Source: an optimization exercise on an open RTL-to-GDS flow (aim: small area and a short achievable clock period). Production flows keep margins and buffers that such runs may drop. In this exercise RTL edits were held to simulation tests only and were not proved equivalent to the original.

==> v5: inputs <==
Design rgb2hsv, start of the top module:
module rgb2hsv(
        input clock,
        input reset_n,
        input in_valid,
        input [7:0] in_red,
        input [7:0] in_green,
        input [7:0] in_blue,
        input in_visual,
        input in_done,
        output out_valid,
        output [7:0] out_red,
        output [7:0] out_green,
        output [7:0] out_blue,
        output [7:0] out_hue,
        output [7:0] out_saturation,
        output [7:0] out_brightness,
        output out_visual,
        output out_done
    );
clock: 80.0 ns
lec_check: 0
cap_margin: 20
core_margin: 2
core_utilization: 70
place_density: 0.8
slew_margin: 20
standard.sh (not shown) runs the stock make flow with config.mk's settings and CLKGATE_MAP_FILE= SYNTH_SCRIPT=/design/flow/synth_recipe.tcl, a recipe that flattens the netlist after the stock synthesis.
==> flow/flow/run.sh <==
#!/bin/bash
# Standard layout (bash standard.sh), with two changes:
#  - every port gets the smallest plain buffer (buf_1) instead of the default;
#  - CTS without dummy loads and with larger sink clusters (flow/cts_args).
export BUFFER_PORTS_ARGS="-buffer_cell sky130_fd_sc_hd__buf_1"
export CTS_ARGS="$(cat flow/cts_args)"
bash standard.sh finish > standard.log 2>&1
==> flow/flow/cts_args <==
-sink_clustering_enable -repair_clock_nets -buf_list sky130_fd_sc_hd__clkbuf_4 -root_buf sky130_fd_sc_hd__clkbuf_8 -dont_use_dummy_load -sink_clustering_size 12 -sink_clustering_max_diameter 45
==> inputs of v24, as changes to v5 <==
--- a/flow/design.v
+++ b/flow/design.v
@@ -218,21 +218,11 @@
             5'd15: fp = 6'd39;
             default: fp = 6'd42;
         endcase
     end
     wire [7:0] hf = {minus5, minus5, fp ^ {6{minus5}}};
-    wire [7:0] hk85 = {hk5[1], hk5[0], hk5[1], hk5[0], hk5[1], hk5[0], hk5[1], hk5[0]};
-    reg [7:0] hue;
-    reg ch;
-    integer m;
-    always @* begin
-        ch = 1'b0;
-        for (m = 0; m < 8; m = m + 1) begin
-            hue[m] = hk85[m] ^ hf[m] ^ ch;
-            ch = (hk85[m] & hf[m]) | (hk85[m] & ch) | (hf[m] & ch);
-        end
-    end
+    wire [7:0] hue = {hk5[1], hk5[0], hk5[1], hk5[0], hk5[1], hk5[0], hk5[1], hk5[0]} + hf;
     wire live_hs = live & ~zd5;
     reg [26:0] p6;
     reg [7:0] hue6, sat6, bri6;
     always @(posedge clock) begin
         p6 <= live ? p5 : 27'd0;
==> flow/flow/cts_args (replaced) <==
-sink_clustering_enable -repair_clock_nets -buf_list sky130_fd_sc_hd__clkbuf_4 -dont_use_dummy_load -sink_clustering_size 10 -sink_clustering_max_diameter 40
Settings changed: CORE_UTILIZATION 70 to 40, CTS_BUF_LIST from default to sky130_fd_sc_hd__clkbuf_4, PLACE_DENSITY 0.8 to default.
==> inputs of v32, as changes to v5 <==
--- a/flow/design.v
+++ b/flow/design.v
@@ -218,21 +218,11 @@
             5'd15: fp = 6'd39;
             default: fp = 6'd42;
         endcase
     end
     wire [7:0] hf = {minus5, minus5, fp ^ {6{minus5}}};
-    wire [7:0] hk85 = {hk5[1], hk5[0], hk5[1], hk5[0], hk5[1], hk5[0], hk5[1], hk5[0]};
-    reg [7:0] hue;
-    reg ch;
-    integer m;
-    always @* begin
-        ch = 1'b0;
-        for (m = 0; m < 8; m = m + 1) begin
-            hue[m] = hk85[m] ^ hf[m] ^ ch;
-            ch = (hk85[m] & hf[m]) | (hk85[m] & ch) | (hf[m] & ch);
-        end
-    end
+    wire [7:0] hue = {hk5[1], hk5[0], hk5[1], hk5[0], hk5[1], hk5[0], hk5[1], hk5[0]} + hf;
     wire live_hs = live & ~zd5;
     reg [26:0] p6;
     reg [7:0] hue6, sat6, bri6;
     always @(posedge clock) begin
         p6 <= live ? p5 : 27'd0;
==> flow/flow/cts_args (replaced) <==
-sink_clustering_enable -repair_clock_nets -buf_list sky130_fd_sc_hd__clkbuf_8 -root_buf sky130_fd_sc_hd__clkbuf_16 -dont_use_dummy_load -sink_clustering_size 20 -sink_clustering_max_diameter 60
Settings changed: CORE_UTILIZATION 70 to 55, PLACE_DENSITY 0.8 to default.
==> flow_summary.toml <==
[final_layout]
bufAreaShareNonClock = 0.02955
num-nonclk-inverters = 91
comb.multi_input.count = 529
final_cell_mix = "dfxtp_1 (251), inv_1 (90), fa_1 (81), buf_1 (79), nand2_1 (73)"

[grt]
grt_pass1_wl_mm = 34.36
antenna_found_initial = 1

[placed_design]
place_inst = 1132

[sta]
min_period_ns = 17.05

[worst_setup_path]
cp-endpoint = "out_green[1]"

[yosys]
synth_cells = 893
synth_area_leaders = "dfxtp_1 (50%), fa_1 (16%), inv_1 (3.3%)"
synth_top_area_frac = 0.4963
synth_area_sq_um = 10120
synth_compound_area_frac = 0.08131
synth-simple-area-share = 0.1086

[routing]
vias = 6608
wire_per_inst_um = 17.51

[outcome]
status = "finished clean"
Source of the figures above: v5

==> flow_summary.toml <==
[worst_setup_path]
cp-endpoint = "out_blue[5]"

[placed_design]
place_inst = 1312

[yosys]
synth_compound_area_frac = 0.09271
synth-simple-area-share = 0.1112
synth_area_leaders = "dfxtp_1 (50%), fa_1 (15%), nand2_1 (3.4%)"
synth_cells = 916
synth_top_area_frac = 0.4951
synth_area_sq_um = 10150

[sta]
min_period_ns = 17.13

[final_layout]
comb.multi_input.count = 560
num-nonclk-inverters = 85
bufAreaShareNonClock = 0.03148
sequential_cell_area_sq_um = 5025

[grt]
grt_pass1_wl_mm = 32.17
use_met1 = 0.1852
antenna_found_initial = 1

[outcome]
status = "finished clean"

[hold_path]
min_path_cells = 0

[routing]
wire_per_inst_um = 14.47
Source of the figures above: v24

==> flow_summary.toml <==
[grt]
grt_pass1_wl_mm = 33.80
antenna_found_initial = 0

[yosys]
synth_area_leaders = "dfxtp_1 (50%), fa_1 (15%), nand2_1 (3.4%)"
synth_cells = 916
synth_compound_area_frac = 0.09271
synth-simple-area-share = 0.1112
synth_area_sq_um = 10150

[final_layout]
bufAreaShareNonClock = 0.03042
final_cell_mix = "dfxtp_1 (251), nand2_1 (92), inv_1 (82), buf_1 (79), fa_1 (76)"

[outcome]
status = "finished clean"

[placed_design]
place_inst = 1209

[sta]
min_period_ns = 16.96

[routing]
vias = 6548

[worst_setup_path]
cp-endpoint = "out_hue[0]"
Source of the figures above: v32

## afterwards: timing with drivers on the ports
No port has a modelled driver above. Below, the same layouts with a new extraction and two added sets of constraints. Step 1 assumes that a clkbuf_16 drives the clock port and a buf_2 every other input. Step 2 times the ports against the registers' clock, not the clock port: input delays grow and output delays shrink by t, the midpoint of the rising clock arrivals with the driver on. Slacks: ideal / step 1 / step 2; pairs: ideal / step 1.
| run | t (ns) | slack for setup (ns) | worst setup path at the end | clock arrival spread, ns | worst register clock-pin slew, ns |
|---|---|---|---|---|---|
| v5 | 0.550 | 62.953 / 62.913 / 62.468 | input to register | 0.052 / 0.051 | 0.12 / 0.12 |
| v24 | 0.618 | 62.867 / 62.824 / 62.877 | input to register | 0.121 / 0.121 | 0.10 / 0.10 |
| v32 | 0.494 | 63.036 / 62.991 / 62.714 | input to register | 0.055 / 0.055 | 0.12 / 0.12 |
After both steps setup and hold are still met in every run listed. The setup slack of v5, which loses most, moves by -0.040 ns with the drivers and by -0.485 ns with both steps.
